This design comes from an exercise in tuning for small area and a short achievable clock period on the open sky130 flow, not from production work.
At most, simulation tests tie the RTL to the original design; equivalence was not proved.
No functional check of the RTL was part of runs 3 to 5.
Power and IR drop assume default switching activity.

$ cat flow/config.mk
export PLATFORM = sky130hd
export DESIGN_NAME = top_level
export DESIGN_NICKNAME = top_level
export VERILOG_FILES = /design/flow/design.v
export SDC_FILE = /design/flow/constraint.sdc
export NUM_CORES = 4
export LEC_CHECK = 0
export ABC_AREA = 1
export CAP_MARGIN = 20
export CORE_MARGIN = 2
export CORE_UTILIZATION = 60
export CTS_BUF_LIST = sky130_fd_sc_hd__clkbuf_8
export CTS_CLUSTER_DIAMETER = 60
export CTS_CLUSTER_SIZE = 20
export SETUP_SLACK_MARGIN = 3.55
export SLEW_MARGIN = 20
$ cat flow/design.v
module pfx_add #(
  parameter int W = 8
) (
  input  [W-1:0] a,
  input  [W-1:0] b,
  input          ci,
  output [W-1:0] sum,
  output         co
);
  logic [W-1:0] p, g, gg, pp;
  logic [W-1:0] c;    
  assign p = a ^ b;
  assign g = a & b;
  always_comb begin
    gg = g;
    pp = p;
    for (int l = 0; (1 << l) < W; l++) begin
      for (int i = W - 1; i >= 0; i--) begin
        if ((i >> l) & 1) begin
          gg[i] = gg[i] | (pp[i] & gg[((i >> l) << l) - 1]);
          pp[i] = pp[i] & pp[((i >> l) << l) - 1];
        end
      end
    end
  end
  assign c   = {gg[W-2:0] | (pp[W-2:0] & {(W-1){ci}}), ci};
  assign sum = p ^ c;
  assign co  = gg[W-1] | (pp[W-1] & ci);
endmodule
module pfx_cout #(
  parameter int W = 8
) (
  input  [W-1:0] a,
  input  [W-1:0] b,
  input          ci,
  output         co
);
  logic [W:0] g, p;
  always_comb begin
    g = {a & b, ci};
    p = {a ^ b, 1'b0};
    for (int s = 1; s <= W; s = s * 2) begin
      for (int i = 0; i + s <= W; i += 2 * s) begin
        if (i + s <= W) begin
          g[i] = g[i + s] | (p[i + s] & g[i]);
          p[i] = p[i + s] & p[i];
        end
      end
    end
  end
  assign co = g[0];
endmodule
module pfx_add2 #(
  parameter int W = 8
) (
  input  [W-1:0] a,
  input  [W-1:0] b,
  output [W-1:0] s0,
  output [W-1:0] s1,
  output         co0,
  output         co1
);
  logic [W-1:0] p, g, gg, pp;
  assign p = a ^ b;
  assign g = a & b;
  always_comb begin
    gg = g;
    pp = p;
    for (int l = 0; (1 << l) < W; l++) begin
      for (int i = W - 1; i >= 0; i--) begin
        if ((i >> l) & 1) begin
          gg[i] = gg[i] | (pp[i] & gg[((i >> l) << l) - 1]);
          pp[i] = pp[i] & pp[((i >> l) << l) - 1];
        end
      end
    end
  end
  assign s0  = p ^ {gg[W-2:0], 1'b0};
  assign s1  = p ^ {gg[W-2:0] | pp[W-2:0], 1'b1};
  assign co0 = gg[W-1];
  assign co1 = gg[W-1] | pp[W-1];
endmodule
module top_level (
  input         clk_i,
  input         addsub_i,
  input  [31:0] data_a_i,
                data_b_i,
  output [31:0] result_o
);
  logic [7:0]  ea, eb;
  logic [22:0] fa, fb;
  logic        co_ab, co_ba, co_f;
  assign ea = data_a_i[30:23];
  assign eb = data_b_i[30:23];
  assign fa = data_a_i[22:0];
  assign fb = data_b_i[22:0];
  logic [7:0] dx, dy;    
  pfx_add2 #(.W(8))  u_dexp (.a(ea), .b(~eb), .s0(dx), .s1(dy), .co0(co_ab), .co1(co_ba));
  pfx_cout #(.W(31)) u_flt  (.a(data_a_i[30:0]), .b(~data_b_i[30:0]), .ci(1'b1), .co(co_f));
  logic       bl_ab, bl_ba, bab, bba;
  logic [2:0] eah, ebh;
  assign eah   = ea[7:5];
  assign ebh   = eb[7:5];
  assign bl_ab = ea[4:0] < eb[4:0];
  assign bl_ba = eb[4:0] < ea[4:0];
  assign bab   = bl_ab ? ({1'b0, eah} >= {1'b0, ebh} + 4'd2) : (eah > ebh);
  assign bba   = bl_ba ? ({1'b0, ebh} >= {1'b0, eah} + 4'd2) : (ebh > eah);
  logic        sa_q1, sb_q1, sw_q1, nsw_q1, gt_q1, sh0_q1, bab_q1, bba_q1;
  logic [7:0]  ea_q1, eb_q1;
  logic [22:0] fa_q1, fb_q1;
  logic [4:1]  dab_q1, dba_q1;
  always_ff @(posedge clk_i) begin
    sa_q1 <= data_a_i[31];
    sb_q1 <= data_b_i[31] ^ addsub_i;
    sw_q1  <= ~co_f;               
    nsw_q1 <= co_f;                
    gt_q1  <= co_ab;               
    ea_q1 <= ea;
    eb_q1 <= eb;
    fa_q1 <= fa;
    fb_q1 <= fb;
    sh0_q1 <= dy[0];               
    dab_q1 <= dy[4:1];             
    dba_q1 <= ~dx[4:1];            
    bab_q1 <= bab;                 
    bba_q1 <= bba;                 
  end
  logic [23:0] ly;
  logic [26:0] lv0, al;
  logic [22:0] smask;
  logic [31:0] thermo;
  logic        sticky, es;
  assign ly = sw_q1 ? {1'b1, fa_q1} : {1'b1, fb_q1};
  assign es = sa_q1 ^ sb_q1;
  logic [4:0] sh;
  logic       big;
  assign big = gt_q1 ? bab_q1 : bba_q1;
  assign sh  = {gt_q1 ? dab_q1 : dba_q1, sh0_q1} | {5{big}};
  assign lv0 = sh[0] ? {1'b0, ly, 2'b00} : {ly, 3'b000};
  assign al  = lv0 >> {sh[4:1], 1'b0};
  logic sat, sat_ab, sat_ba;
  logic [4:0]  sh_ab, sh_ba;
  logic [31:0] th_ab, th_ba;
  assign sh_ab  = {dab_q1, sh0_q1} | {5{bab_q1}};
  assign sh_ba  = {dba_q1, sh0_q1} | {5{bba_q1}};
  assign sat    = sh >= 5'd25;
  assign sat_ab = sh_ab >= 5'd25;
  assign sat_ba = sh_ba >= 5'd25;
  assign th_ab  = 32'hFFFF_FFFF << sh_ab;    
  assign th_ba  = 32'hFFFF_FFFF << sh_ba;
  assign thermo = gt_q1 ? th_ab : th_ba;
  assign smask  = {~thermo[24:3], ~thermo[2] & ~(gt_q1 ? sat_ab : sat_ba)};
  assign sticky = |(ly[22:0] & smask);
  logic        hs_q2, es_q2;
  logic [7:0]  he_q2;
  logic [22:0] hf_q2;
  logic [26:0] lo_q2;
  always_ff @(posedge clk_i) begin
    hs_q2 <= nsw_q1 ? sa_q1 : sb_q1;
    es_q2 <= es;
    he_q2 <= nsw_q1 ? ea_q1 : eb_q1;   
    hf_q2 <= nsw_q1 ? fa_q1 : fb_q1;
    lo_q2 <= {al[26:2], al[1] | sat, sticky} ^ {27{es}};    
  end
  logic [26:0] opa;
  logic [27:0] sum;
  logic        add_co;
  logic [26:0] t, z, f;
  logic [4:0]  lz;
  logic [2:0]  inc;
  assign opa = {1'b1, hf_q2, 3'b000};
  logic        c13, co_h0, co_h1;
  logic [13:0] sh0, sh1;
  pfx_add  #(.W(13)) u_addl (.a(opa[12:0]), .b(lo_q2[12:0]), .ci(es_q2),
                             .sum(sum[12:0]), .co(c13));
  pfx_add2 #(.W(14)) u_addh (.a(opa[26:13]), .b(lo_q2[26:13]),
                             .s0(sh0), .s1(sh1), .co0(co_h0), .co1(co_h1));
  assign sum[26:13] = c13 ? sh1 : sh0;
  assign add_co     = c13 ? co_h1 : co_h0;
  assign sum[27] = add_co ^ es_q2;
  assign t = ~(opa ^ lo_q2);
  assign z = ~(opa | lo_q2);
  assign f = t & ~{z[25:0], 1'b0};
  logic [4:0] lzr;
  always_comb begin
    lzr = 5'd0;
    for (int i = 2; i < 27; i++)
      if (f[i]) lzr = 5'(27 - i);
  end
  assign lz = es_q2 ? lzr : 5'd0;
  assign inc[0] = sum[3] & (|sum[2:0] | sum[4]);
  assign inc[1] = sum[2] & (|sum[1:0] | sum[3]);
  assign inc[2] = sum[1] & (sum[0] | sum[2]);
  logic        hs_q3, c_q3;
  logic [7:0]  he_q3;
  logic [26:2] s_q3;
  logic [4:0]  lz_q3;
  logic [2:0]  inc_q3;
  always_ff @(posedge clk_i) begin
    hs_q3  <= hs_q2;
    he_q3  <= he_q2;
    c_q3   <= sum[27];
    s_q3   <= sum[26:2];
    lz_q3  <= lz;
    inc_q3 <= inc;
  end
  logic        far, finc;
  logic [1:0]  kf;
  logic [4:0]  k;
  logic [25:0] v;
  logic [50:0] vs;
  logic [24:0] m;
  logic [7:0]  e;
  assign far = c_q3 | s_q3[26] | s_q3[25];
  assign kf  = c_q3 ? 2'd0 : (s_q3[26] ? 2'd1 : 2'd2);
  logic [50:0] vh;
  assign k   = {lz_q3[4:2], far ? kf : lz_q3[1:0]};
  assign v   = {c_q3, s_q3[26:2]};
  assign vh  = {25'd0, v} << {k[4:2], 2'b00};
  assign vs  = vh << k[1:0];
  assign m   = (~far & (lz_q3 == 5'd0)) ? {1'b1, 24'd0} : vs[25:1];
  logic [7:0] ef, en;
  assign ef  = c_q3 ? he_q3 + 8'd1 : (s_q3[26] ? he_q3 : he_q3 - 8'd1);
  assign en  = he_q3 + 8'd1 - {3'd0, lz_q3};
  assign e   = far ? ef : en;    
  always_comb begin
    if (c_q3)          finc = inc_q3[0];
    else if (s_q3[26]) finc = inc_q3[1];
    else               finc = inc_q3[2];
  end
  logic lo1;
  always_comb begin
    case (kf)
      2'd0:    lo1 = &s_q3[14:4];
      2'd1:    lo1 = &s_q3[13:3];
      default: lo1 = &s_q3[12:2];
    endcase
  end
  logic        hs_q4, i_q4, l1_q4;
  logic [7:0]  e_q4;
  logic [24:0] m_q4;
  always_ff @(posedge clk_i) begin
    hs_q4 <= hs_q3;
    i_q4  <= far & finc;
    l1_q4 <= lo1;
    e_q4  <= e;
    m_q4  <= m;
  end
  logic [22:0] fr;
  logic        fall1;
  logic [7:0]  e_p1, e_m1;
  logic [30:0] res;
  logic [10:0] plo;
  logic [11:0] phi;
  logic        chi;
  always_comb begin
    plo = m_q4[11:1];
    for (int l = 0; (1 << l) < 11; l++)
      for (int j = 10; j >= 0; j--)
        if ((j >> l) & 1)
          plo[j] = plo[j] & plo[((j >> l) << l) - 1];
    phi = m_q4[23:12];
    for (int l = 0; (1 << l) < 12; l++)
      for (int j = 11; j >= 0; j--)
        if ((j >> l) & 1)
          phi[j] = phi[j] & phi[((j >> l) << l) - 1];
  end
  assign chi   = i_q4 & l1_q4;
  assign fr    = m_q4[23:1] ^ {{phi[10:0], 1'b1} & {12{chi}},
                               {plo[9:0], 1'b1} & {11{i_q4}}};
  assign fall1 = phi[11] & chi;
  assign e_p1  = e_q4 + 8'd1;
  assign e_m1  = e_q4 - 8'd1;
  assign res = m_q4[24] ? {fall1 ? e_p1 : e_q4, fr}
                        : {e_m1, m_q4[22:0]};
  logic [31:0] res_q;
  always_ff @(posedge clk_i) res_q <= {hs_q4, res};
  assign result_o = res_q;
endmodule
$ cat flow/flow/run.sh
#!/bin/bash
# Standard ORFS layout (the standard.sh), with the port buffers made
# from buf_1 cells instead of the default delay-buffer cells.
export BUFFER_PORTS_ARGS="-buffer_cell sky130_fd_sc_hd__buf_1"
bash standard.sh > standard.log 2>&1
$ cat flow/constraint.sdc
create_clock -name core_clock -period 6.0 [get_ports {clk_i}]
set_input_delay 1.2000 -clock core_clock [delete_from_list [all_inputs] [get_ports {clk_i}]]
set_output_delay 1.2000 -clock core_clock [all_outputs]
set_load 0.01 [all_outputs]
$ cat flow/standard.sh
#!/bin/bash
# synth_recipe.tcl (not shown) runs the flow's synth.tcl, then flattens the netlist and writes it again
# the make line also repeats each setting of config.mk as NAME=value (left out here)
make -C /OpenROAD-flow-scripts/flow DESIGN_CONFIG=/design/flow/config.mk WORK_HOME=/design/flow/orfs CLKGATE_MAP_FILE= SYNTH_SCRIPT=/design/flow/synth_recipe.tcl "${@:-finish}"
==> impl_results.md, run 1 <==
- TritonCTS buffer count: 22
- Final core utilization: 67.8%
- Total nets after synthesis: 1,935
- Max-slew violation count: 0
- Number of antenna violations at the first check in global routing: 0
- Reg-to-reg setup timing slack: 3.68 ns
- Wire length of the first global-routing pass: 49.3 mm
- Max Fanout on Critical Path: 21
- H-Tree Depth: 1
- Number of cells traversed by the worst register-to-register path: 16
- R2r startpoint: gt_q1
- Category of the worst setup path capture point: flip-flop
- Most used standard cells in the synthesized netlist: 359 x nand2_1, 281 x inv_1, 249 x dfxtp_1, 148 x o21ai_0, 132 x nor2_1
- Synth area leader: dfxtp_1
- Total wire length after detailed routing: 30.4 mm
- Skew-Pair Late Insertion Delay: 0.57 ns
- Final GP Congestion: 0.939
- Clock root cell: clkbuf_8
- Register bit count reported by yosys: 249
- Worst rel slew slack: 29.2%
- Largest cells by area after synthesis: dfxtp_1 38%, nand2_1 10%, ha_1 9.6%, inv_1 8.0%, o21ai_0 5.6%
- Vias per inst: 5.24
- Netlist area before placement: 0.0132 mm²
- Critical R2R Capture: lo_q2[6]
- CTS tree: done
- Routed via count: 11,282
- Initial core utilization: 60.9%
- Share of layout cells above drive strength 1: 10.7%
- Core Box Area: 0.0217 mm²
- Antenna cells: 0
- Half-perimeter wire length after detailed placement: 23.4 mm
- Share of Yosys cell area claimed by the top area cell type: 37.7%
- Kind of path behind the tightest hold check: reg -> reg
- Most instantiated library cell after synthesis: nand2_1
- Fraction of registers with async set or reset after synthesis: 0%
- Slew at the pin closest to its max-slew limit: 1.06 ns
- Number of flops mapped to enable cells by yosys: 0
- End point of the critical path: lo_q2[6]
- Routed wire length per instance: 14.1 µm
- Layout area overhead: 11.4%
- Via count of the first global-routing pass: 10,631
- Time the worst path needs with I/O delays and setup: 2.32 ns
- Setup violators final: 0
- Pwr Total: 6.94 mW
- Total negative setup slack: 0 ns
- Leakage power summed over all cells: 7.02 nW
- Number of placement rows: 54
- Launch point of the worst hold path: he_q2[0]
- Net count reported at finish: 2,030
- Final Cycle Share: 38.7%
- Number of detailed-route iterations in the first pass: 7
- Die area: 0.0232 mm²
- Data required time of the worst path: 6.46 ns
- Highest attainable clock frequency: 0.431 GHz
- Status: timing/DRC/antenna clean
- Number of clock sinks: 249
- All-layer global routing usage: 25.4%
- Horizontal extent of the die: 152 µm
- Critical Path Source: gt_q1
- Mean Syn Cell Area: 7.48 µm²
- Die height: 152 µm
- Detailed router's first-iteration violation count: 480
- Max VDD drop: 0.257 mV
- Gate Count Post-Synth: 1,765
- Number of hold-repair buffers added at the cts stage: 0
- Power density relative to cell area: 472 mW/mm²
- CTS max path bufs: 3
- Sequential share of the synthesized area: 37.7%
- Pin count of the biggest net entering global routing: 56
- Critical path start-end classification: reg -> reg
- Total congestion overflow after global routing: 0
- Worst setup SP type: flip-flop
- Count of warnings emitted by yosys: 5
- Dominant synthesized flop cell: dfxtp_1
- Signal arrival time at the worst endpoint: 2.78 ns
- Antenna violation net count after detailed routing: 0
- Clock skew after layout: 0.0384 ns
- Setup repair after global routing missed its margin: yes
- Max-cap violations: 0
- DRC errors left: 0
- Fin. Hold Viols: 0
- Number of port buffers: 97
- Synth cell types: 61
- I/O pin cnt: 98
- Clock transition time at the flip-flop clock pins of the worst setup and hold paths: 0.11 ns
## metrics by stage
step	hold WS, ns	std cells	cell area, µm²	setup WS (ns)
floorplan	0.310	1765	13200	3.53
global placement	0.310	2089	13700	2.92
detailed placement	0.312	2089	13700	2.86
CTS	0.338	2138	14400	3.55
global route	0.347	2153	14700	3.46
finish	0.336	2153	14700	3.68
## cell type report
cell class | count | area (µm²)
repair inverters | 4 | 25.0
flip-flops and latches | 249 | 5000
well taps | 280 | 350
multi-input cells | 1174 | 7150
inverters | 289 | 1130
clock buffers | 24 | 330
repair buffers | 120 | 561
clock inverters | 13 | 164
fillers | 1895 | 6970
## power by group
group / switching (mW) / internal, mW
Combinational: 2.14 / 1.24
Clock: 0.643 / 0.425
Sequential: 0.306 / 2.19
## flip-flops by register name (all words and copies together) (netlist names), 23 cells and up
register and cells:
res_q 32, lo_q2 27, fa_q1 23, hf_q2 23, s_q3 25, m_q4 25
fb_q1 23
## routing by layer
metal | wire (µm) | GRT usage, % | share of wire (%)
met5 | 0 | 0 | 0
met4 | 1380 | 11.2 | 4.5
met3 | 1110 | 2.73 | 3.7
met2 | 15400 | 46.8 | 51
met1 | 12500 | 29.6 | 41
## cell usage in the layout (no fill, tap or decap), types with 40 or more instances in the layout
master / count
nor2_1: 126
inv_1: 269
buf_1: 97
a21oi_1: 75
nand3_1: 40
dfxtp_1: 237
o21ai_0: 135
ha_1: 95
xor2_1: 69
o21ai_1: 40
nand2_1: 349
## timing repair
item                                    4_1_cts  5_1_grt
pin swaps                                    13       16
gates cloned                                  4        5
buffers inserted                              8       10
endpoints found under the setup margin       56       61
resized for setup                            25       70
## worst max-delay path, stage by stage (launching register included)
cell	delay, ns
dfxtp_4	0.38
inv_2	0.11
nor2_4	0.06
nor2_8	0.17
inv_4	0.08
nand2_8	0.12
inv_6	0.10
or2_0	0.20
o21ai_1	0.13
inv_1	0.09
o21ai_2	0.17
nand2_1	0.07
nand2_1	0.13
o21ai_0	0.09
nand2_1	0.10
o21ai_2	0.06
xor2_1	0.15
## logic make-up (layout without fill, tap and decap cells)
family                     Yosys count  after routing  share of synthesized area, %
DFF                                249            249                          37.7
xor gates and xnor gates            79             79                          5.24
buffers and inverters              347            450                          10.4
muxes                               17             17                          1.37
and+or+nand+nor                    594            599                          18.8
AOI/OAI and AO/OA                  375            375                          16.4
adders and majority gates          104            104                          10.0
## how the worst min path moves through the flow
stage	endpoint	slack, ns	cells past startpoint
3_5_place_dp	he_q3[5]	0.31	0
4_1_cts	he_q3[5]	0.34	0
3_3_place_gp	hs_q4	0.31	0
6_report	he_q3[0]	0.34	0
2_1_floorplan	he_q3[0]	0.31	0
5_1_grt	he_q3[7]	0.35	0
==> run 2, diff against run 1 <==
--- a/flow/config.mk
+++ b/flow/config.mk
@@ -13,4 +13,4 @@
 export CTS_CLUSTER_DIAMETER = 60
 export CTS_CLUSTER_SIZE = 20
-export SETUP_SLACK_MARGIN = 3.55
+export SETUP_SLACK_MARGIN = 3.6
 export SLEW_MARGIN = 20
==> impl_results.md, run 2 <==
- Via count of the first global-routing pass: 10,376 (-2.4%)
- Horizontal extent of the die: 152 µm (unchanged)
- Die area: 0.0232 mm² (unchanged)
- Sequential share of the synthesized area: 37.7% (unchanged)
- Critical path's most frequent cell: nor2_4
- Layout area overhead: 11.5%
- Max VDD drop: 0.208 mV (-19%)
- Number of antenna violations at the first check in global routing: 0 (unchanged)
- Worst-case setup margin in the final layout: 3.62 ns (-0.0587 ns)
- Total congestion overflow after global routing: 0 (unchanged)
- Pwr Total: 6.85 mW (-1.3%)
- End point of the most critical hold path: he_q3[3]
- Most used standard cells in the synthesized netlist: 359 x nand2_1, 281 x inv_1, 249 x dfxtp_1, 148 x o21ai_0, 132 x nor2_1
- Regs by FF count: res_q x32, lo_q2 x27
- Die height: 152 µm (unchanged)
- Slew at the pin closest to its max-slew limit: 1.02 ns (-0.0370 ns)
- Antenna cells: 0 (unchanged)
- Commonest non-fill, non-tap cell in the layout: nand2_1
- Total buffers and inverters traversed by the critical path: 4 (unchanged)
- Final GP Congestion: 0.962 (+2.4%)
- Pin count of the biggest net entering global routing: 56 (unchanged)
- Total wire length after detailed routing: 29.3 mm (-3.7%)
- Category of the worst setup path capture point: flip-flop
- Setup violators final: 0 (unchanged)
- Max-cap violations: 0 (unchanged)
- H-Tree Depth: 1 (unchanged)
- Fin. Hold Viols: 0 (unchanged)
- Synth area leader: dfxtp_1
- Highest-delay cell along the critical path: dfxtp_4
- Power density relative to cell area: 465 mW/mm² (-1.4%)
- Largest cells by area after synthesis: dfxtp_1 38%, nand2_1 10%, ha_1 9.6%, inv_1 8.0%, o21ai_0 5.6%
- Mean Syn Cell Area: 7.48 µm² (unchanged)
- Most instantiated library cell after synthesis: nand2_1
- Synthesized-area fraction occupied by xor and xnor cells: 5.24% (unchanged)
- CTS tree: done
- Vias per inst: 5.23 (-0.16%)
- Leakage power summed over all cells: 7.04 nW (+0.28%)
- Top delay family on crit path: compound AO/OA/AOI/OAI gates
- Number of placed cells counting well taps: 2,088 (-0.048%)
- Number of clock sinks: 249 (unchanged)
- CTS max path bufs: 3 (unchanged)
- Clock transition time at the flip-flop clock pins of the worst setup and hold paths: 0.11 ns (about the same)
- Largest family of logic cells by synthesized area: simple AND/OR/NAND/NOR gates
- All-layer global routing usage: 24.1% (-1.3 points)
- Number of cells traversed by the worst register-to-register path: 13 (-3)
- Most used cells in the layout excluding fill and tap cells: 354 x nand2_1, 271 x inv_1, 234 x dfxtp_1
- Final Cycle Share: 39.6% (+0.98 points)
- Core Box Area: 0.0217 mm² (unchanged)
- Critical R2R Capture: lo_q2[0]
- Hold Path Stages: 0 (unchanged)
- Share of cell area taken by muxes after synthesis: 1.37% (unchanged)
- Highest attainable clock frequency: 0.420 GHz (-2.5%)
- Number of placement rows: 54 (unchanged)
- Register bit count reported by yosys: 249 (unchanged)
- Post-synthesis compound-gate area fraction: 16.4% (unchanged)
- Final Hold Slack: 0.324 ns (-0.0123 ns)
- Max Fanout on Critical Path: 8 (-62%)
- Setup repair after global routing missed its margin: yes
- Antenna violation net count after detailed routing: 0 (unchanged)
- Status: timing/DRC/antenna clean
- Initial core utilization: 60.9% (unchanged)
- Area share of fa/ha/maj cells after synthesis: 10.0% (unchanged)
- Dominant synthesized flop cell: dfxtp_1
- Kind of path behind the tightest hold check: reg -> reg
- Share of Yosys cell area claimed by the top area cell type: 37.7% (unchanged)
- Fraction of registers with async set or reset after synthesis: 0% (unchanged)
- Total negative setup slack: 0 ns (unchanged)
- Signal arrival time at the worst endpoint: 2.79 ns (about the same)
- Worst slack, placed: 2.80 ns (-0.0575 ns)
- Time the worst path needs with I/O delays and setup: 2.38 ns (+0.0587 ns)
- Detailed router's first-iteration violation count: 666 (+39%)
- Number of port buffers: 97 (unchanged)
- Skew-Pair Late Insertion Delay: 0.54 ns (-0.03 ns)
- Synth cell types: 61 (unchanged)
- Reg-to-reg setup timing slack: 3.62 ns (-0.06 ns)
- Worst setup SP type: flip-flop
- I/O pin cnt: 98 (unchanged)
- TritonCTS buffer count: 19 (-14%)
- Half-perimeter wire length after detailed placement: 22.5 mm (-4.1%)
- Register with the highest flop count: res_q
- Critical path start-end classification: reg -> reg
- Number of flip-flops in the largest register: 32 (unchanged)
- Launch point of the worst hold path: he_q2[3]
- R2r startpoint: gt_q1
- Cell Count, Final, Fillers Out: 2,149 (-0.19%)
- Count of warnings emitted by yosys: 5 (unchanged)
- Number of detailed-route iterations in the first pass: 5 (-2)
- Routed wire length per instance: 13.6 µm (-3.5%)
- Netlist area before placement: 0.0132 mm² (unchanged)
- Longest individual stage delay on the worst path: 0.40 ns (+0.02 ns)
- Clock skew after layout: 0.0190 ns (-0.0195 ns)
- Number of flops mapped to enable cells by yosys: 0 (unchanged)
- Worst rel slew slack: 31.7% (+2.5 points)
- Wire length of the first global-routing pass: 47.1 mm (-4.5%)
- Clock root cell: clkbuf_8
- Share of layout cells above drive strength 1: 10.7% (+0.023 points)
- Gate Count Post-Synth: 1,765 (unchanged)
- Critical-path cell list: inv_4, nor2_4, nor2_8, buf_4, nor2_4, inv_8, nor2_4, a21oi_1, inv_2, a21oi_1, a311oi_2, o211ai_2, xor2_1
- Net count reported at finish: 2,028 (-0.099%)
- DRC errors left: 0 (unchanged)
- Fraction of the mapped netlist area in simple logic gates: 18.8% (unchanged)
- Data required time of the worst path: 6.41 ns (-0.05 ns)
- Max-slew violation count: 0 (unchanged)
- Routed via count: 11,243 (-0.35%)
- Total nets after synthesis: 1,935 (unchanged)
## run 2: final cells by class
type	instances	area [µm²]
fill	1893	6960
timing repair buffer	121	564
sequential	249	5010
tap	280	350
clock buffer	19	262
timing repair inverter	4	26.3
multi-input combinational	1174	7160
inverter	289	1150
clock inverter	13	201
## run 2: per-stage QoR
stage                     utilization (%)  cell area (µm²)
after floorplan                         -            13300
after global placement               63.4            13700
after detailed placement             63.4            13700
after CTS                            66.2            14300
after global routing                 67.9            14700
final                                67.9            14700
## run 2: timing repair
action                     CTS  global route
hold buffers                 0             0
resized for setup           19            88
setup buffers                7            13
setup endpoints to repair   62            68
gates cloned                 6             3
pin swaps                    6            10
## run 2: power by group
part / total (mW) / switching [mW] / internal, mW
registers: 2.49 / 0.304 / 2.19
logic: 3.31 / 2.09 / 1.22
clock network: 1.05 / 0.559 / 0.492
## run 2: kinds of logic after synthesis
logic type / count (synthesis)
AO/OA/AOI/OAI: 375
buffers and inverters: 347
XOR/XNOR: 79
adder cells (fa/ha/maj): 104
multiplexers: 17
flip-flops: 249
AND/OR/NAND/NOR: 594
## run 2: worst max-delay path by stage
stage,startpoint,to,slack [ns],cells past startpoint
3_3_place_gp,gt_q1,lo_q2[0],2.91,11
2_1_floorplan,data_b_i[23],dab_q1[3],3.53,8
3_5_place_dp,gt_q1,lo_q2[0],2.80,11
4_1_cts,gt_q1,lo_q2[0],3.55,13
6_report,gt_q1,lo_q2[0],3.62,13
5_1_grt,gt_q1,lo_q2[0],3.51,13
## run 2: per-layer routing
metal | wire [µm] | global-route usage [%] | part of all wire, % | up-vias
li1 | - | - | - | 5850
met1 | 12400 | 28.2 | 42 | 4997
met2 | 14400 | 45.3 | 49 | 307
met3 | 1210 | 2.59 | 4.1 | 89
met4 | 1170 | 8.63 | 4.0 | 0
met5 | 0 | 0 | 0 | -
==> run 3, diff against run 2 <==
--- a/flow/design.v
+++ b/flow/design.v
@@ -80,4 +80,17 @@
   assign co0 = gg[W-1];
   assign co1 = gg[W-1] | pp[W-1];
+endmodule
+module align_sticky (
+  input  [22:0] f,
+  input  [4:0]  sh,
+  output        sticky
+);
+  logic [31:0] thermo;
+  logic [22:0] mask;
+  logic        sat;
+  assign sat    = sh >= 5'd25;
+  assign thermo = 32'hFFFF_FFFF << sh;       
+  assign mask   = {~thermo[24:3], ~thermo[2] & ~sat};
+  assign sticky = |(f & mask);
 endmodule
 module top_level (
@@ -128,6 +141,4 @@
   logic [23:0] ly;
   logic [26:0] lv0, al;
-  logic [22:0] smask;
-  logic [31:0] thermo;
   logic        sticky, es;
   assign ly = sw_q1 ? {1'b1, fa_q1} : {1'b1, fb_q1};
@@ -139,17 +150,9 @@
   assign lv0 = sh[0] ? {1'b0, ly, 2'b00} : {ly, 3'b000};
   assign al  = lv0 >> {sh[4:1], 1'b0};
-  logic sat, sat_ab, sat_ba;
-  logic [4:0]  sh_ab, sh_ba;
-  logic [31:0] th_ab, th_ba;
-  assign sh_ab  = {dab_q1, sh0_q1} | {5{bab_q1}};
-  assign sh_ba  = {dba_q1, sh0_q1} | {5{bba_q1}};
-  assign sat    = sh >= 5'd25;
-  assign sat_ab = sh_ab >= 5'd25;
-  assign sat_ba = sh_ba >= 5'd25;
-  assign th_ab  = 32'hFFFF_FFFF << sh_ab;    
-  assign th_ba  = 32'hFFFF_FFFF << sh_ba;
-  assign thermo = gt_q1 ? th_ab : th_ba;
-  assign smask  = {~thermo[24:3], ~thermo[2] & ~(gt_q1 ? sat_ab : sat_ba)};
-  assign sticky = |(ly[22:0] & smask);
+  logic sat, st_b, st_a;
+  assign sat = sh >= 5'd25;
+  align_sticky u_stb (.f(fb_q1), .sh({dab_q1, sh0_q1} | {5{bab_q1}}), .sticky(st_b));
+  align_sticky u_sta (.f(fa_q1), .sh({dba_q1, sh0_q1} | {5{bba_q1}}), .sticky(st_a));
+  assign sticky = gt_q1 ? st_b : st_a;
   logic        hs_q2, es_q2;
   logic [7:0]  he_q2;
==> flow/flow/run.sh (replaced) <==
#!/bin/bash
# Standard ORFS layout (the standard.sh), with the port buffers made
# from buf_2 cells instead of the default delay-buffer cells.
export BUFFER_PORTS_ARGS="-buffer_cell sky130_fd_sc_hd__buf_2"
bash standard.sh > standard.log 2>&1
--- a/flow/config.mk
+++ b/flow/config.mk
@@ -11,6 +11,4 @@
 export CORE_UTILIZATION = 60
 export CTS_BUF_LIST = sky130_fd_sc_hd__clkbuf_8
-export CTS_CLUSTER_DIAMETER = 60
-export CTS_CLUSTER_SIZE = 20
-export SETUP_SLACK_MARGIN = 3.6
+export SETUP_SLACK_MARGIN = 3.65
 export SLEW_MARGIN = 20
==> impl_results.md, run 3 <==
- Hold Path Stages: 0 (unchanged)
- Via count of the first global-routing pass: 11,436 (+10%)
- Die height: 154 µm (+0.98%)
- Register bit count reported by yosys: 249 (unchanged)
- H-Tree Depth: 2 (+1)
- Number of clock sinks: 249 (unchanged)
- Max-slew violation count: 0 (unchanged)
- Instance area after placement: 0.0141 mm² (+2.9%)
- End point of the most critical hold path: hs_q4
- Longest individual stage delay on the worst path: 0.34 ns (-0.06 ns)
- Final Hold Slack: 0.320 ns (-0.00324 ns)
- Setup violators final: 0 (unchanged)
- Most instantiated library cell after synthesis: nand2_1
- R2r startpoint: hf_q2[11]
- Fin. Hold Viols: 0 (unchanged)
- Sequential share of the synthesized area: 37.0% (-0.75 points)
- Number of placement rows: 54 (unchanged)
- Final Cycle Share: 38.7% (-0.93 points)
- Signal arrival time at the worst endpoint: 2.78 ns (about the same)
- Fraction of registers with async set or reset after synthesis: 0% (unchanged)
- Share of layout cells above drive strength 1: 16.8% (+6.1 points)
- Antenna violation net count after detailed routing: 0 (unchanged)
- Netlist area before placement: 0.0135 mm² (+2.0%)
- Dominant synthesized flop cell: dfxtp_1
- Clock power share: 19.6% (+4.3 points)
- Power density relative to cell area: 497 mW/mm² (+6.9%)
- Final core utilization: 71.8% (+3.9 points)
- Worst-case setup margin in the final layout: 3.68 ns (+0.0557 ns)
- All-layer global routing usage: 29.2% (+5.1 points)
- I/O pin cnt: 98 (unchanged)
- Half-perimeter wire length after detailed placement: 26.8 mm (+19%)
- Critical path start-end classification: reg -> reg
- Total nets after synthesis: 2,011 (+3.9%)
- Layout area overhead: 17.0%
- TritonCTS buffer count: 42 (+23)
- Setup repair after global routing missed its margin: yes
- Core Box Area: 0.0220 mm² (+1.2%)
- Total congestion overflow after global routing: 0 (unchanged)
- Worst rel slew slack: 34.8% (+3.1 points)
- Top delay family on crit path: compound AO/OA/AOI/OAI gates
- Reg-to-reg setup timing slack: 3.68 ns (+0.06 ns)
- Number of hold-repair buffers added at the cts stage: 0 (unchanged)
- Routed via count: 12,394 (+10%)
- Relative contribution of sequential cells to total power: 33.2% (-3.1 points)
- Wire length of the first global-routing pass: 56.0 mm (+19%)
- Horizontal extent of the die: 154 µm (+0.98%)
- CTS tree: done
- Register with the highest flop count: res_q
- Synth area leader: dfxtp_1
- Status: timing/DRC/antenna clean
- Detailed router's first-iteration violation count: 1,088 (+63%)
- Worst slack, placed: 3.05 ns (+0.246 ns)
- Total non-filler cell area in the finished layout: 0.0158 mm² (+7.0%)
- Max Fanout on Critical Path: 4 (-4)
- Critical R2R Capture: c_q3
- Synth cell types: 60 (-1.6%)
- Number of flip-flops in the largest register: 32 (unchanged)
- Die area: 0.0237 mm² (+2.0%)
- Leakage power summed over all cells: 7.83 nW (+11%)
- Routed wire length per instance: 15.9 µm (+17%)
- Commonest non-fill, non-tap cell in the layout: nand2_1
- Regs by FF count: res_q x32, lo_q2 x27
- DRC errors left: 0 (unchanged)
- Highest attainable clock frequency: 0.431 GHz (+2.4%)
- Total buffers and inverters traversed by the critical path: 1 (-3)
- Gate Count Post-Synth: 1,841 (+4.3%)
- Vias per inst: 5.44 (+3.9%)
- Portion of total power attributed to combinational logic: 47.2% (-1.1 points)
- Number of cells traversed by the worst register-to-register path: 13 (unchanged)
- Number of antenna violations at the first check in global routing: 3 (+3)
- Kind of path behind the tightest hold check: reg -> reg
- Data required time of the worst path: 6.45 ns (+0.04 ns)
- Mean Syn Cell Area: 7.32 µm² (-2.2%)
- Skew-Pair Late Insertion Delay: 0.56 ns (+0.02 ns)
- Antenna cells: 0 (unchanged)
- Net count reported at finish: 2,138 (+5.4%)
- Clock root cell: clkbuf_8
- Number of detailed-route iterations in the first pass: 8 (+3)
- Clock transition time at the flip-flop clock pins of the worst setup and hold paths: 0.06 ns (-0.05 ns)
- Net switching power: 3.41 mW (+15%)
- Time the worst path needs with I/O delays and setup: 2.32 ns (-0.0557 ns)
- Launch point of the worst hold path: hs_q3
- Clock skew after layout: 0.0334 ns (+0.0144 ns)
- Count of warnings emitted by yosys: 5 (unchanged)
- Initial core utilization: 61.4% (+0.46 points)
- Share of Yosys cell area claimed by the top area cell type: 37.0% (-0.75 points)
- Critical Path Source: hf_q2[11]
- CTS max path bufs: 3 (unchanged)
- Number of flops mapped to enable cells by yosys: 0 (unchanged)
- Worst setup SP type: flip-flop
- Max-cap violations: 0 (unchanged)
- Design internal power: 4.43 mW (+14%)
- Most used standard cells in the synthesized netlist: 385 x nand2_1, 295 x inv_1, 249 x dfxtp_1, 155 x o21ai_0, 143 x nor2_1
- Final GP Congestion: 0.975 (+1.4%)
- Number of port buffers: 97 (unchanged)
- Max VDD drop: 0.206 mV (-0.87%)
- Total negative setup slack: 0 ns (unchanged)
- Highest-delay cell along the critical path: dfxtp_2
- Pin count of the biggest net entering global routing: 56 (unchanged)
- Category of the worst setup path capture point: flip-flop
- Most used cells in the layout excluding fill and tap cells: 376 x nand2_1, 298 x inv_1, 231 x dfxtp_1
- Total wire length after detailed routing: 36.3 mm (+24%)
- Switching Fraction: 43.5% (+0.36 points)
- Largest cells by area after synthesis: dfxtp_1 37%, nand2_1 11%, ha_1 9.4%, inv_1 8.2%, o21ai_0 5.8%
- Slew at the pin closest to its max-slew limit: 0.978 ns (-0.0463 ns)
- Critical-path cell list: inv_2, ha_4, a21o_1, a21oi_2, o21bai_1, a21oi_1, o21bai_1, a21oi_2, o21bai_4, nand2_1, nand3_2, nor2_4, xor2_2
## run 3: changes by cell type after synthesis, moves of 8 or more
cell and change:
nand2_1 +26, nor2_1 +11, inv_1 +14, o21ai_1 +16, a21oi_1 -8
## run 3: metal layers
metal	part of all wire (%)	global-route usage (%)	routed length (µm)	vias up
met2	47	49.5	17000	428
li1	-	-	-	6215
met4	3.6	10.5	1290	0
met5	0	0	0	-
met1	43	38.2	15700	5660
met3	6.3	4.03	2300	91
## run 3: through the flow
stage                     instances  power [mW]
after CTS                      2254        7.53
after global routing           2279        8.41
after floorplan                1841        4.94
final                          2279        7.84
after global placement         2166        5.77
after detailed placement       2166        5.81
## run 3: worst max path at each step
stage | end | slack, ns | depth (start not counted)
floorplan | dab_q1[3] | 3.49 | 8
global placement | m_q4[1] | 3.21 | 8
detailed placement | m_q4[18] | 3.05 | 8
CTS | c_q3 | 3.59 | 13
global route | s_q3[23] | 3.54 | 13
finish | c_q3 | 3.68 | 13
## run 3: cells by family (layout without fill, tap and decap cells)
group | Yosys count | count (layout) | synth area share (%)
AOI/OAI and AO/OA | 399 | 399 | 17.1
buffers and inverters | 360 | 517 | 10.4
xor gates and xnor gates | 78 | 78 | 5.07
DFF | 249 | 249 | 37.0
adders and majority gates | 104 | 104 | 9.83
and+or+nand+nor | 635 | 636 | 19.3
muxes | 16 | 16 | 1.27
## run 3: power by group through the flow
| stage | registers (mW) | logic (mW) | clock network, mW |
|---|---|---|---|
| after floorplan | 2.48 | 2.46 | 0 |
| after global placement | 2.60 | 3.17 | 0 |
| after detailed placement | 2.61 | 3.21 | 0 |
| after CTS | 2.59 | 3.39 | 1.56 |
| after global routing | 2.66 | 4.13 | 1.62 |
| final | 2.61 | 3.70 | 1.53 |
## run 3: area by class of cell
type,count,area (µm²)
Clock buffer,54,743
Inverter,304,1170
Multi-Input combinational cell,1233,7510
Sequential cell,249,5010
Tap cell,280,350
Clock inverter,21,116
Fill cell,1816,6190
Timing Repair inverter,2,16.3
Timing Repair Buffer,136,840
## run 3: timing repair
item                                   in CTS  in global routing
setup buffers                              12                 23
setup endpoints to repair                  82                 70
resized for setup                          44                 79
endpoints found under the hold margin       0                  0
gates cloned                                1                  2
pin swaps                                  14                 26
==> run 4, diff against run 3 <==
--- a/flow/config.mk
+++ b/flow/config.mk
@@ -11,4 +11,4 @@
 export CORE_UTILIZATION = 60
 export CTS_BUF_LIST = sky130_fd_sc_hd__clkbuf_8
-export SETUP_SLACK_MARGIN = 3.65
+export SETUP_SLACK_MARGIN = 3.55
 export SLEW_MARGIN = 20
==> impl_results.md, run 4 <==
- Status: timing/DRC/antenna clean
- Critical path's most frequent cell: inv_1
- Mean Syn Cell Area: 7.32 µm² (unchanged)
- CTS tree: done
- Total buffers and inverters traversed by the critical path: 2 (+1)
- Number of detailed-route iterations in the first pass: 6 (-2)
- Most used standard cells in the synthesized netlist: 385 x nand2_1, 295 x inv_1, 249 x dfxtp_1, 155 x o21ai_0, 143 x nor2_1
- Kind of path behind the tightest hold check: reg -> reg
- Register with the highest flop count: res_q
- Skew-Pair Late Insertion Delay: 0.55 ns (about the same)
- Fin. Hold Viols: 0 (unchanged)
- Number of port buffers: 97 (unchanged)
- Slew at the pin closest to its max-slew limit: 0.702 ns (-0.276 ns)
- Path length in cells of the critical path: 10 (-3)
- CTS max path bufs: 3 (unchanged)
- Wire length of the first global-routing pass: 54.6 mm (-2.5%)
- Setup repair after global routing missed its margin: yes
- Die area: 0.0237 mm² (unchanged)
- Reg-to-reg setup timing slack: 3.64 ns (-0.04 ns)
- Antenna violation net count after detailed routing: 0 (unchanged)
- Routed via count: 12,085 (-2.5%)
- Power density relative to cell area: 485 mW/mm² (-2.4%)
- Total negative setup slack: 0 ns (unchanged)
- Die height: 154 µm (unchanged)
- Max VDD drop: 0.217 mV (+5.6%)
- Count of warnings emitted by yosys: 5 (unchanged)
- Setup violators final: 0 (unchanged)
- Signal arrival time at the worst endpoint: 2.80 ns (+0.02 ns)
- Half-perimeter wire length after detailed placement: 26.7 mm (-0.28%)
- Detailed router's first-iteration violation count: 950 (-13%)
- Area used by multi-input combinational logic: 0.00737 mm² (-1.9%)
- TritonCTS buffer count: 40 (-4.8%)
- Data required time of the worst path: 6.44 ns (about the same)
- Routed wire length per instance: 15.2 µm (-4.4%)
- Max Fanout on Critical Path: 6 (+2)
- Worst setup SP type: flip-flop
- Longest individual stage delay on the worst path: 0.39 ns (+0.05 ns)
- Cell Count, Final, Fillers Out: 2,248 (-1.4%)
- Vias per inst: 5.38 (-1.1%)
- I/O pin cnt: 98 (unchanged)
- Max-cap violations: 0 (unchanged)
- Final GP Congestion: 0.996 (+2.2%)
- Clock skew after layout: 0.0211 ns (-0.0123 ns)
- Critical Path Source: hf_q2[14]
- Number of flip-flops in the largest register: 32 (unchanged)
- Number of flops mapped to enable cells by yosys: 0 (unchanged)
- Gate Count Post-Synth: 1,841 (unchanged)
- Clock transition time at the flip-flop clock pins of the worst setup and hold paths: 0.06 ns (about the same)
- Net count reported at finish: 2,116 (-1.0%)
- Commonest non-fill, non-tap cell in the layout: nand2_1
- Share of Yosys cell area claimed by the top area cell type: 37.0% (unchanged)
- Via count of the first global-routing pass: 11,168 (-2.3%)
- Horizontal extent of the die: 154 µm (unchanged)
- Final Cycle Share: 39.4% (+0.64 points)
- DRC errors left: 0 (unchanged)
- Register bit count reported by yosys: 249 (unchanged)
- Sequential share of the synthesized area: 37.0% (unchanged)
- Worst-case setup margin in the final layout: 3.64 ns (-0.0385 ns)
- Number of clock sinks: 249 (unchanged)
- Number of placed cells counting well taps: 2,168 (+0.092%)
- Synth area leader: dfxtp_1
- Total congestion overflow after global routing: 0 (unchanged)
- Layout area overhead: 13.2%
- Worst rel slew slack: 52.9% (+18 points)
- Worst slack, placed: 3.05 ns (+0.00404 ns)
- Top delay family on crit path: simple AND/OR/NAND/NOR gates
- Most used cells in the layout excluding fill and tap cells: 380 x nand2_1, 301 x inv_1, 235 x dfxtp_1
- Highest attainable clock frequency: 0.423 GHz (-1.6%)
- Fraction of registers with async set or reset after synthesis: 0% (unchanged)
- Leakage power summed over all cells: 7.63 nW (-2.6%)
- All-layer global routing usage: 28.5% (-0.70 points)
- Initial core utilization: 61.4% (unchanged)
- Core Box Area: 0.0220 mm² (unchanged)
- End point of the critical path: c_q3
- Most instantiated library cell after synthesis: nand2_1
- Clock root cell: clkbuf_8
- Largest cells by area after synthesis: dfxtp_1 37%, nand2_1 11%, ha_1 9.4%, inv_1 8.2%, o21ai_0 5.8%
- Share of layout cells above drive strength 1: 14.0% (-2.8 points)
- Count of filler cells inserted in the layout: 1,881 (+3.6%)
- Dominant synthesized flop cell: dfxtp_1
- R2r startpoint: hf_q2[14]
- Highest-delay cell along the critical path: nor4_1
- Final core utilization: 69.5% (-2.3 points)
- Critical R2R Capture: c_q3
- Total nets after synthesis: 2,011 (unchanged)
- Number of antenna violations at the first check in global routing: 2 (-1)
- Number of placement rows: 54 (unchanged)
- Pin count of the biggest net entering global routing: 55 (-1.8%)
- Time the worst path needs with I/O delays and setup: 2.36 ns (+0.0385 ns)
- Number of hold-repair buffers added at the cts stage: 0 (unchanged)
- Regs by FF count: res_q x32, lo_q2 x27
- Max-slew violation count: 0 (unchanged)
- Critical path start-end classification: reg -> reg
- Critical-path cell list: inv_1, ha_1, inv_1, nor4_1, nand2_1, nor3_4, nand3_1, nand3_4, nor2_4, xor2_2
- H-Tree Depth: 2 (unchanged)
- Category of the worst setup path capture point: flip-flop
- Total wire length after detailed routing: 34.2 mm (-5.7%)
- Synth cell types: 60 (unchanged)
- Number of cells traversed by the worst register-to-register path: 10 (-3)
- Seq. cell area: 0.00501 mm² (-0.15%)
- Netlist area before placement: 0.0135 mm² (unchanged)
## run 4: cell counts after synthesis
Identical to the previous run, type by type.
## run 4: cell type report
| cell class | instances | area share (%) |
|---|---|---|
| multi-input combinational | 1232 | 48.3 |
| antenna | 1 | 0.0164 |
| timing repair buffer | 118 | 4.26 |
| timing repair inverter | 1 | 0.0492 |
| clock inverter | 17 | 0.492 |
| sequential | 249 | 32.8 |
| tap | 280 | 2.30 |
| inverter | 304 | 7.60 |
| clock buffer | 46 | 4.15 |
## run 4: what timing repair did
action                                  4_1_cts  5_1_grt
cloned                                        1        0
gates resized for setup                      22       52
buffers inserted                              1       14
pin swaps                                     3        9
endpoints found under the setup margin       57       57
## run 4: cells by family (layout without fill, tap and decap cells)
group                    after synthesis  after routing  synth area share, %
buffers and inverters                360            486                 10.4
AND/OR/NAND/NOR                      635            635                 19.3
multiplexers                          16             16                 1.27
flip-flops                           249            249                 37.0
other                                  0              1                    0
adder cells (fa/ha/maj)              104            104                 9.83
AO/OA/AOI/OAI                        399            399                 17.1
XOR/XNOR                              78             78                 5.07
## run 4: per-stage QoR
stage | hold WS (ns) | power [mW] | instance area, µm²
finish | 0.323 | 7.41 | 15300
global route | 0.330 | 8.00 | 15300
CTS | 0.326 | 7.24 | 15000
detailed placement | 0.312 | 5.83 | 14200
global placement | 0.311 | 5.77 | 14200
floorplan | 0.310 | 4.94 | 13500
## run 4: how the worst min path moves through the flow
stage	start	to	slack [ns]	cells past startpoint
after global placement	he_q2[3]	he_q3[3]	0.31	0
after CTS	he_q2[4]	he_q3[4]	0.33	0
final	he_q2[6]	he_q3[6]	0.32	0
after global routing	he_q2[3]	he_q3[3]	0.33	0
after detailed placement	he_q2[0]	he_q3[0]	0.31	0
after floorplan	he_q2[0]	he_q3[0]	0.31	0
## run 4: power breakdown
part	internal, mW	switching [mW]	leakage (nW)
clock	0.691	0.630	0.412
sequential	2.20	0.354	2.10
combinational	1.28	2.25	5.12
## run 4: layer usage
metal,global-route usage (%),vias to the layer above,part of all wire (%)
li1,-,6162,-
met1,38.0,5425,44
met2,47.3,402,46
met3,3.89,96,6.3
met4,10.5,0,3.6
met5,0,-,0
==> run 5, diff against run 4 <==
--- a/flow/design.v
+++ b/flow/design.v
@@ -173,12 +173,16 @@
   logic [2:0]  inc;
   assign opa = {1'b1, hf_q2, 3'b000};
-  logic        c13, co_h0, co_h1;
-  logic [13:0] sh0, sh1;
-  pfx_add  #(.W(13)) u_addl (.a(opa[12:0]), .b(lo_q2[12:0]), .ci(es_q2),
-                             .sum(sum[12:0]), .co(c13));
-  pfx_add2 #(.W(14)) u_addh (.a(opa[26:13]), .b(lo_q2[26:13]),
-                             .s0(sh0), .s1(sh1), .co0(co_h0), .co1(co_h1));
-  assign sum[26:13] = c13 ? sh1 : sh0;
-  assign add_co     = c13 ? co_h1 : co_h0;
+  logic       c9, c18, co_m0, co_m1, co_h0, co_h1;
+  logic [8:0] sm0, sm1, sh0, sh1;
+  pfx_add  #(.W(9)) u_addl (.a(opa[8:0]), .b(lo_q2[8:0]), .ci(es_q2),
+                            .sum(sum[8:0]), .co(c9));
+  pfx_add2 #(.W(9)) u_addm (.a(opa[17:9]), .b(lo_q2[17:9]),
+                            .s0(sm0), .s1(sm1), .co0(co_m0), .co1(co_m1));
+  pfx_add2 #(.W(9)) u_addh (.a(opa[26:18]), .b(lo_q2[26:18]),
+                            .s0(sh0), .s1(sh1), .co0(co_h0), .co1(co_h1));
+  assign sum[17:9]  = c9 ? sm1 : sm0;
+  assign c18        = c9 ? co_m1 : co_m0;
+  assign sum[26:18] = c18 ? sh1 : sh0;
+  assign add_co     = c18 ? co_h1 : co_h0;
   assign sum[27] = add_co ^ es_q2;
   assign t = ~(opa ^ lo_q2);
==> impl_results.md, run 5 <==
- All-layer global routing usage: 27.9% (-0.62 points)
- Max Fanout on Critical Path: 4 (-2)
- Total wire length after detailed routing: 33.8 mm (-1.4%)
- H-Tree Depth: 2 (unchanged)
- Gr busiest metal: met2
- Power density relative to cell area: 498 mW/mm² (+2.5%)
- Hold Path Stages: 0 (unchanged)
- Status: timing/DRC/antenna clean
- Critical path start-end classification: reg -> reg
- Kind of path behind the tightest hold check: reg -> reg
- Total non-filler cell area in the finished layout: 0.0155 mm² (+1.6%)
- Most used standard cells in the synthesized netlist: 385 x nand2_1, 289 x inv_1, 249 x dfxtp_1, 153 x o21ai_0, 132 x nor2_1
- Routed wire length per instance: 15.1 µm (-0.70%)
- Worst slack, placed: 2.91 ns (-0.139 ns)
- Pin count of the biggest net entering global routing: 56 (+1.8%)
- I/O pin cnt: 98 (unchanged)
- Max-cap violations: 0 (unchanged)
- Clock root cell: clkbuf_8
- Data required time of the worst path: 6.46 ns (+0.02 ns)
- Final core utilization: 70.6% (+1.1 points)
- Share of layout cells above drive strength 1: 16.0% (+1.9 points)
- Antenna violation net count after detailed routing: 0 (unchanged)
- Routed via count: 11,834 (-2.1%)
- Most instantiated library cell after synthesis: nand2_1
- Max-slew violation count: 0 (unchanged)
- Synth cell types: 65 (+8.3%)
- Max VDD drop: 0.225 mV (+3.3%)
- Highest attainable clock frequency: 0.411 GHz (-3.0%)
- Clock skew after layout: 0.0259 ns (+0.00476 ns)
- Setup repair after global routing missed its margin: yes
- Detailed router's first-iteration violation count: 910 (-4.2%)
- TritonCTS buffer count: 42 (+5.0%)
- Number of cells traversed by the worst register-to-register path: 12 (+2)
- Worst rel slew slack: 34.4% (-19 points)
- Worst setup SP type: flip-flop
- Commonest non-fill, non-tap cell in the layout: nand2_1
- DRC errors left: 0 (unchanged)
- Final Cycle Share: 40.6% (+1.2 points)
- CTS tree: done
- Via count of the first global-routing pass: 10,897 (-2.4%)
- Number of flops mapped to enable cells by yosys: 0 (unchanged)
- Antenna cells: 0 (-1)
- Critical Path Source: hf_q2[16]
- Fraction of met3 tracks used by global routing: 4.17% (+0.29 points)
- Count of warnings emitted by yosys: 5 (unchanged)
- Instance area after placement: 0.0142 mm² (+0.13%)
- Gate Count Post-Synth: 1,823 (-0.98%)
- Setup violators final: 0 (unchanged)
- Half-perimeter wire length after detailed placement: 26.2 mm (-1.9%)
- Number of hold-repair buffers added at the cts stage: 0 (unchanged)
- Netlist area before placement: 0.0135 mm² (+0.44%)
- Largest cells by area after synthesis: dfxtp_1 37%, nand2_1 11%, ha_1 9.3%, inv_1 8.0%, o21ai_0 5.7%
- Number of clock sinks: 249 (unchanged)
- Vias per inst: 5.30 (-1.4%)
- Slew at the pin closest to its max-slew limit: 0.984 ns (+0.282 ns)
- Total nets after synthesis: 1,993 (-0.90%)
- Core Box Area: 0.0220 mm² (unchanged)
- Fin. Hold Viols: 0 (unchanged)
- Initial core utilization: 61.6% (+0.27 points)
- Time the worst path needs with I/O delays and setup: 2.44 ns (+0.0740 ns)
- R2r startpoint: hf_q2[16]
- Wire length of the first global-routing pass: 53.8 mm (-1.4%)
- Most used cells in the layout excluding fill and tap cells: 381 x nand2_1, 286 x inv_1, 236 x dfxtp_1
- Number of port buffers: 97 (unchanged)
- Number of antenna violations at the first check in global routing: 3 (+1)
- Category of the worst setup path capture point: flip-flop
- CTS max path bufs: 3 (unchanged)
- Register with the highest flop count: res_q
- Die height: 154 µm (+0.21%)
- Horizontal extent of the die: 154 µm (+0.21%)
- Register bit count reported by yosys: 249 (unchanged)
- Met2 capacity usage during global routing: 45.9% (-1.4 points)
- Number of detailed-route iterations in the first pass: 6 (unchanged)
- Signal arrival time at the worst endpoint: 2.90 ns (+0.10 ns)
- Global Route met1 Usage: 38.7% (+0.64 points)
- Leakage power summed over all cells: 7.59 nW (-0.47%)
- Mean Syn Cell Area: 7.42 µm² (+1.4%)
- Clock transition time at the flip-flop clock pins of the worst setup and hold paths: 0.06 ns (about the same)
- Total negative setup slack: 0 ns (unchanged)
- Synth area leader: dfxtp_1
- Share of Yosys cell area claimed by the top area cell type: 36.8% (-0.16 points)
- Skew-Pair Late Insertion Delay: 0.54 ns (about the same)
- Total congestion overflow after global routing: 0 (unchanged)
- Final Hold Slack: 0.323 ns (-0.000295 ns)
- Sequential share of the synthesized area: 36.8% (-0.16 points)
- Regs by FF count: res_q x32, lo_q2 x27
- Launch point of the worst hold path: he_q2[7]
- Die area: 0.0238 mm² (+0.42%)
- Dominant synthesized flop cell: dfxtp_1
- Fraction of registers with async set or reset after synthesis: 0% (unchanged)
- Number of flip-flops in the largest register: 32 (unchanged)
- Final GP Congestion: 1.01 (+1.2%)
- Number of placement rows: 54 (unchanged)
- Worst-case setup margin in the final layout: 3.56 ns (-0.0740 ns)
- Layout area overhead: 14.6%
- Net count reported at finish: 2,092 (-1.1%)
-- run 5: area by class of cell --
type / count / area (µm²)
timing repair buffer: 108 / 581
tap: 280 / 350
multi-input combinational: 1220 / 7450
clock buffer: 53 / 729
sequential: 249 / 5010
clock inverter: 22 / 184
inverter: 298 / 1170
timing repair inverter: 3 / 20.0
fill: 1860 / 6460
-- run 5: cell families after synthesis --
family	synth area share, %
and+or+nand+nor	19.3
AOI/OAI and AO/OA	17.3
buffers and inverters	10.4
DFF	36.8
adders and majority gates	9.78
xor gates and xnor gates	5.24
muxes	1.12
-- run 5: final timing paths --
check                                 to  slack, ns
worst min register to register  he_q3[7]       0.32
worst max register to register      c_q3       3.56
worst min-delay path            he_q3[7]       0.32
worst max-delay path                c_q3       3.56
-- run 5: critical path, stage by stage (launching register included) --
cell,delay (ns)
dfxtp_1,0.37
inv_1,0.06
ha_1,0.35
a21oi_1,0.28
o21bai_1,0.10
a21oi_1,0.23
nor2_1,0.09
a211oi_2,0.23
o21bai_1,0.11
a21oi_2,0.19
o31ai_4,0.10
nor2_1,0.11
xor2_1,0.15
-- run 5: layer usage --
layer / vias up / wire, µm
met3: 56 / 2140
met5: - / 22
li1: 6095 / -
met2: 368 / 15400
met1: 5311 / 15600
met4: 4 / 651
-- run 5: what timing repair did --
action | 4_1_cts | 5_1_grt
pin swaps | 2 | 14
setup buffers | 1 | 8
endpoints found under the setup margin | 76 | 64
gates cloned | 2 | 2
gates resized for setup | 24 | 59
-- run 5: per-stage QoR --
step	instances	total power [mW]
2_1_floorplan	1823	4.99
3_3_place_gp	2145	5.79
3_5_place_dp	2145	5.85
4_1_cts	2223	7.53
5_1_grt	2233	8.32
6_report	2233	7.72
-- run 5: where the power goes --
group          internal (mW)  total (mW)  switching, mW
Combinational           1.30        3.51           2.21
Clock                  0.929        1.60          0.667
Sequential              2.20        2.61          0.410
Total                   4.43        7.72           3.29

-- what the ideal ports hide --
In the flow no input, the clock included, has a driving cell. The finished layouts below were timed again as built, in two steps.
Step 1, drivers: a clkbuf_16 drives clk_i and a buf_2 each remaining input, both assumed.
Step 2 moves the port delays by t, midway between the first and last clock arrival at a register: inputs arrive t later, outputs are due t later. That takes back most of the time a late clock gives input paths.
a / b / c = ideal ports / drivers / drivers and shift; a / b = the first two.
run	shift t [ns]	setup WS [ns]	worst data-port slew with drivers (ns)
run 1	0.597	3.680 / 3.680 / 3.113	0.04
run 2	0.570	3.621 / 3.621 / 3.140	0.03
run 3	0.587	3.677 / 3.677 / 3.181	0.05
run 4	0.579	3.639 / 3.639 / 3.133	0.04
run 5	0.572	3.565 / 3.565 / 3.136	0.03
After both steps setup and hold are still met in every run listed. The setup slack of run 1, which loses most, moves by 0.000 ns with the drivers and by -0.567 ns with both steps.
